This is an optimization exercise on Yosys and OpenROAD, whose aim is small area, not a production implementation. Only simulation tests tie the RTL to the original design; equivalence was not proved. Power is estimated from default activity; no workload was simulated.

==> flow/design.v (excerpt) <==
module Piano(
	input clk,
	input reset,
	input sw1,
	input sw2,
	input sw3,
	input sw4,
	input sw5,
	input sw6,
	input sw7,
	input btn1,
	input btn2,
	input btn3,
	input btn4,
	output sound
	);
For scale: roughly 720 cells after synthesis, ~350 flip-flops, roughly 0.0094 sq mm of cells after synthesis.
==> flow/config.mk <==
export PLATFORM = sky130hd
export DESIGN_NAME = Piano
export DESIGN_NICKNAME = Piano
export VERILOG_FILES = /design/flow/design.v
export SDC_FILE = /design/flow/constraint.sdc
export NUM_CORES = 4
export LEC_CHECK = 0
export CAP_MARGIN = 20
export CORE_MARGIN = 2
export CORE_UTILIZATION = 55
export CTS_BUF_LIST = sky130_fd_sc_hd__clkbuf_4 sky130_fd_sc_hd__clkbuf_8
export CTS_CLUSTER_DIAMETER = 50
export CTS_CLUSTER_SIZE = 16
export SLEW_MARGIN = 20
==> flow/constraint.sdc <==
create_clock -name core_clock -period 6.0 [get_ports {clk}]
set_input_delay 1.2000 -clock core_clock [delete_from_list [all_inputs] [get_ports {clk}]]
set_output_delay 1.2000 -clock core_clock [all_outputs]
set_load 0.01 [all_outputs]
standard.sh (not shown) runs the stock make flow with config.mk's settings and CLKGATE_MAP_FILE= SYNTH_SCRIPT=/design/flow/synth_recipe.tcl, a recipe that flattens the netlist after the stock synthesis.
==> flow/flow/run.sh <==
#!/bin/bash
# Own flow: the standard layout (standard.sh, unchanged synthesis), with two CTS and
# port-buffer options that ORFS only takes from the environment:
#  - clock tree from clkbuf_4/clkbuf_8 with sink clusters of 16 within 50 um, and no dummy
#    loads (cells CTS adds only to balance the tree's load)
#  - port buffers of the smallest buffer, buf_1
# Each tool's output goes to standard.log here; ORFS's own logs stay under orfs/logs.
set -euo pipefail
export CTS_ARGS="-sink_clustering_enable -repair_clock_nets -sink_clustering_size 24 -sink_clustering_max_diameter 45 -buf_list {sky130_fd_sc_hd__clkbuf_8 sky130_fd_sc_hd__clkbuf_16} -dont_use_dummy_load"
export BUFFER_PORTS_ARGS="-buffer_cell sky130_fd_sc_hd__buf_1"
bash standard.sh > standard.log 2>&1
The baseline completed with no timing, DRC or antenna violations.
Change:
--- a/flow/flow/run.sh
+++ b/flow/flow/run.sh
@@ -8,3 +8,3 @@
 set -euo pipefail
-export CTS_ARGS="-sink_clustering_enable -repair_clock_nets -sink_clustering_size 24 -sink_clustering_max_diameter 45 -buf_list {sky130_fd_sc_hd__clkbuf_8 sky130_fd_sc_hd__clkbuf_16} -dont_use_dummy_load"
+export CTS_ARGS="-sink_clustering_enable -repair_clock_nets -sink_clustering_size 10 -sink_clustering_max_diameter 35 -buf_list {sky130_fd_sc_hd__clkbuf_2 sky130_fd_sc_hd__clkbuf_4} -dont_use_dummy_load"
 export BUFFER_PORTS_ARGS="-buffer_cell sky130_fd_sc_hd__buf_1"
Result:
- The new run passed the timing, design-rule and antenna checks
- final cell count went up by 1.6%
- wire length decreases by 0.42%
- register-to-register slack gets worse by 0.05 ns
- synthesized cell count does not change
- clock-buffer cell count increases by 14
- critical path depth does not change
- first-iteration DRC count goes up by 8.4%
- total power decreases by 15%
Change:
--- a/flow/flow/run.sh
+++ b/flow/flow/run.sh
@@ -8,3 +8,3 @@
 set -euo pipefail
-export CTS_ARGS="-sink_clustering_enable -repair_clock_nets -sink_clustering_size 10 -sink_clustering_max_diameter 35 -buf_list {sky130_fd_sc_hd__clkbuf_2 sky130_fd_sc_hd__clkbuf_4} -dont_use_dummy_load"
+export CTS_ARGS="-sink_clustering_enable -repair_clock_nets -sink_clustering_size 16 -sink_clustering_max_diameter 40 -buf_list {sky130_fd_sc_hd__clkbuf_4 sky130_fd_sc_hd__clkbuf_8} -dont_use_dummy_load"
 export BUFFER_PORTS_ARGS="-buffer_cell sky130_fd_sc_hd__buf_1"
Via count barely changes.
Wire length grows by 0.34%.
Sequential cell count is unchanged.
Change:
--- a/flow/flow/run.sh
+++ b/flow/flow/run.sh
@@ -8,3 +8,3 @@
 set -euo pipefail
-export CTS_ARGS="-sink_clustering_enable -repair_clock_nets -sink_clustering_size 16 -sink_clustering_max_diameter 40 -buf_list {sky130_fd_sc_hd__clkbuf_4 sky130_fd_sc_hd__clkbuf_8} -dont_use_dummy_load"
+export CTS_ARGS="-sink_clustering_enable -repair_clock_nets -sink_clustering_size 12 -sink_clustering_max_diameter 38 -buf_list {sky130_fd_sc_hd__clkbuf_2 sky130_fd_sc_hd__clkbuf_4} -dont_use_dummy_load"
 export BUFFER_PORTS_ARGS="-buffer_cell sky130_fd_sc_hd__buf_1"
What happened:
- The changed run produced a clean layout
- area after synthesis does not change
- die area stays the same
- routed wire length is about the same
- via count barely changes
- final area is lower by 1.8%
- power is lower by 6.9%
- sequential power hardly moves
- count of clock-buffer cells in the layout is higher by 4
Change:
--- a/flow/flow/run.sh
+++ b/flow/flow/run.sh
@@ -3,6 +3,7 @@
 # port-buffer options that ORFS only takes from the environment:
-#  - clock tree from clkbuf_4/clkbuf_8 with sink clusters of 16 within 50 um, and no dummy
-#    loads (cells CTS adds only to balance the tree's load)
+#  - clock tree from clkbuf_2/clkbuf_4 with sink clusters of at most 12 within 38 um, and
+#    no dummy loads (cells CTS adds only to balance the tree's load)
 #  - port buffers of the smallest buffer, buf_1
-# Each tool's output goes to standard.log here; ORFS's own logs stay under orfs/logs.
+# make's output (yosys and openroad for every step) goes to standard.log here; ORFS also
+# keeps each step's log under orfs/logs.
 set -euo pipefail
Settings changed: CTS_BUF_LIST sky130_fd_sc_hd__clkbuf_4 sky130_fd_sc_hd__clkbuf_8 to default, CTS_CLUSTER_DIAMETER 50 to default, CTS_CLUSTER_SIZE 16 to default.
Result: The changed run ran to the end with no violations; via count stays the same; setup slack stays the same; maximum frequency stays the same.

========
Setup of alpha:
Another version of the RTL of Piano (not shown whole).
For scale: roughly 730 cells after synthesis, ~14 I/O pins.
==> flow/config.mk <==
export PLATFORM = sky130hd
export DESIGN_NAME = Piano
export DESIGN_NICKNAME = Piano
export VERILOG_FILES = /design/flow/design.v
export SDC_FILE = /design/flow/constraint.sdc
export NUM_CORES = 4
export LEC_CHECK = 0
export CAP_MARGIN = 20
export CORE_MARGIN = 2
export CORE_UTILIZATION = 55
export CTS_BUF_LIST = sky130_fd_sc_hd__clkbuf_4 sky130_fd_sc_hd__clkbuf_8
export CTS_CLUSTER_DIAMETER = 50
export CTS_CLUSTER_SIZE = 16
export SLEW_MARGIN = 20
==> flow/constraint.sdc <==
create_clock -name core_clock -period 6.0 [get_ports {clk}]
set_input_delay 1.2000 -clock core_clock [delete_from_list [all_inputs] [get_ports {clk}]]
set_output_delay 1.2000 -clock core_clock [all_outputs]
set_load 0.01 [all_outputs]
==> flow/flow/run.sh <==
#!/bin/bash
# Own flow: the standard layout (standard.sh, unchanged synthesis), with two CTS and
# port-buffer options that ORFS only takes from the environment:
#  - clock tree from clkbuf_4/clkbuf_8 with sink clusters of 16 within 50 um, and no dummy
#    loads (cells CTS adds only to balance the tree's load)
#  - port buffers of the smallest buffer, buf_1
# Each tool's output goes to standard.log here; ORFS's own logs stay under orfs/logs.
set -euo pipefail
export CTS_ARGS="-sink_clustering_enable -repair_clock_nets -sink_clustering_size 16 -sink_clustering_max_diameter 50 -buf_list {sky130_fd_sc_hd__clkbuf_4 sky130_fd_sc_hd__clkbuf_8} -dont_use_dummy_load"
export BUFFER_PORTS_ARGS="-buffer_cell sky130_fd_sc_hd__buf_1"
bash standard.sh > standard.log 2>&1
alpha: flow completed, timing, DRC and antenna clean
#### Input delta (beta over alpha)
==> flow/flow/run.sh <==
#!/bin/bash
# Own flow: the standard layout (standard.sh, unchanged synthesis), with two CTS and
# port-buffer options that ORFS only takes from the environment:
#  - clock tree from clkbuf_4/clkbuf_8 with sink clusters of 16 within 50 um, and no dummy
#    loads (cells CTS adds only to balance the tree's load)
#  - port buffers of the smallest buffer, buf_1
# Each tool's output goes to standard.log here; ORFS's own logs stay under orfs/logs.
set -euo pipefail
export CTS_ARGS="-sink_clustering_enable -repair_clock_nets -sink_clustering_size 14 -sink_clustering_max_diameter 45 -buf_list {sky130_fd_sc_hd__clkbuf_4 sky130_fd_sc_hd__clkbuf_8} -dont_use_dummy_load"
export BUFFER_PORTS_ARGS="-buffer_cell sky130_fd_sc_hd__buf_1"
bash standard.sh > standard.log 2>&1
==> comparison <==
Final worst clock skew ended up 14 ps higher on beta than on alpha.
Comparing beta with alpha, the global-route usage came out essentially unchanged.
[compare] base=alpha new=beta: part of the power in the clock network rose by 1.2 points, internal power summed over all cells rose by 42 uW, power after layout rose by 1.8%.
Changes observed in beta relative to alpha: actual slew at the worst max-slew pin went down by 43 ps; wire length reported by the detailed router rose 0.38%.
[inputs] gamma vs beta
==> flow/flow/run.sh <==
#!/bin/bash
# Own flow: the standard layout (standard.sh, unchanged synthesis), with two CTS and
# port-buffer options that ORFS only takes from the environment:
#  - clock tree from clkbuf_4/clkbuf_8 with sink clusters of 16 within 50 um, and no dummy
#    loads (cells CTS adds only to balance the tree's load)
#  - port buffers of the smallest buffer, buf_1
# Each tool's output goes to standard.log here; ORFS's own logs stay under orfs/logs.
set -euo pipefail
export CTS_ARGS="-sink_clustering_enable -repair_clock_nets -sink_clustering_size 12 -sink_clustering_max_diameter 40 -buf_list {sky130_fd_sc_hd__clkbuf_2 sky130_fd_sc_hd__clkbuf_4} -dont_use_dummy_load"
export BUFFER_PORTS_ARGS="-buffer_cell sky130_fd_sc_hd__buf_1"
bash standard.sh > standard.log 2>&1
### Flow results
gamma vs. beta: post-route worst hold slack now sits lower, total wire length after detailed routing now sits lower, overall power consumption now sits lower, area of all placed cells without fillers now sits lower, final standard cell utilization of the core now sits lower. Comparing gamma and beta, the higher fraction of layout instances using a drive strength above 1 is on gamma. Side by side, sequential share of layout area turned out higher in gamma than in beta.

========
== build 27 ==
Piano, a different RTL version from the one above (not shown whole).
Size: roughly 980 cells after synthesis, roughly 350 flip-flops, roughly 14 I/O pins.
Settings: LEC_CHECK=0, CAP_MARGIN=20, CORE_MARGIN=2, CORE_UTILIZATION=40, CTS_BUF_LIST=sky130_fd_sc_hd__clkbuf_4 sky130_fd_sc_hd__clkbuf_8, CTS_CLUSTER_DIAMETER=60, CTS_CLUSTER_SIZE=22, SLEW_MARGIN=20; clock period 6.0 ns.
run.sh (not shown) runs the stock make flow with config.mk's settings and CLKGATE_MAP_FILE= SYNTH_SCRIPT=/design/flow/synth_recipe.tcl, a recipe that flattens the netlist after the stock synthesis.
Stock flow here: none of the scripts above is used.
Build 27 ended with every stage complete and zero timing, DRC or antenna violations.
For build 24, these inputs were changed with respect to build 27:
Settings: CTS_BUF_LIST removed (was sky130_fd_sc_hd__clkbuf_4 sky130_fd_sc_hd__clkbuf_8); CTS_CLUSTER_SIZE removed (was 22); CTS_CLUSTER_DIAMETER removed (was 60).
As far as detail-routed via count per cell is concerned, build 24 and build 27 perform about the same.
In the metrics for build 27 and build 24, the one carrying the lower met3 track utilization from global routing is build 27.
| total power | higher: build 24 |
Build 27 → build 24: minimum period implied by the final worst setup slack has remained practically unchanged; total global routing track utilization went up by 0.58 points.
Edits applied to the flow inputs when going from build 24 to build 48:
Settings: CTS_CLUSTER_DIAMETER newly set to 50; CTS_CLUSTER_SIZE newly set to 16; CTS_BUF_LIST newly set to sky130_fd_sc_hd__clkbuf_4 sky130_fd_sc_hd__clkbuf_8.
--- outcome ---
- Every stage of the flow completed for build 48, and the final layout passed the timing, design-rule and antenna checks.
- From build 24 to build 48 the numbers moved as follows: global-route usage down 0.45 points, final design instance area without fill down about 4.3%.
- Setup slack of the critical path after layout essentially unchanged between build 24 and build 48.

[port drivers added, routing unchanged]
How much do the figures lean on ideal ports? The routed layouts below were timed once more, with nothing changed but the port constraints. Step 1: set_driving_cell puts a clkbuf_16 on clk and a buf_2 on each other input, an assumption about the parent block. Step 2 times the ports against the registers' clock, not the clock port: input delays grow and output delays shrink by t, the midpoint of the rising clock arrivals with the driver on. Three values: no drivers, after step 1, after step 2; two values: the first two.
run	shift t [ns]	slack for setup (ns)	worst register clock-pin slew, ns
the first run of note 1	0.567	2.247 / 2.225 / 2.225	0.08 / 0.08
the second run of note 1	0.662	2.227 / 2.205 / 2.205	0.11 / 0.11
the third run of note 1	0.549	2.246 / 2.224 / 2.224	0.09 / 0.09
the fourth run of note 1	0.639	2.255 / 2.233 / 2.233	0.12 / 0.12
the fifth run of note 1	0.639	2.255 / 2.233 / 2.233	0.12 / 0.12
alpha	0.587	2.221 / 2.154 / 2.154	0.09 / 0.09
beta	0.603	2.226 / 2.161 / 2.161	0.09 / 0.09
gamma	0.639	2.220 / 2.154 / 2.154	0.12 / 0.12
build 27	0.585	1.628 / 1.601 / 1.601	0.13 / 0.13
build 24	0.538	1.630 / 1.605 / 1.605	0.06 / 0.06
build 48	0.620	1.628 / 1.604 / 1.604	0.10 / 0.10
After both steps every run listed still meets setup and hold. For alpha, which loses most, drivers alone change the setup slack by -0.067 ns; drivers and shift together by -0.067 ns.
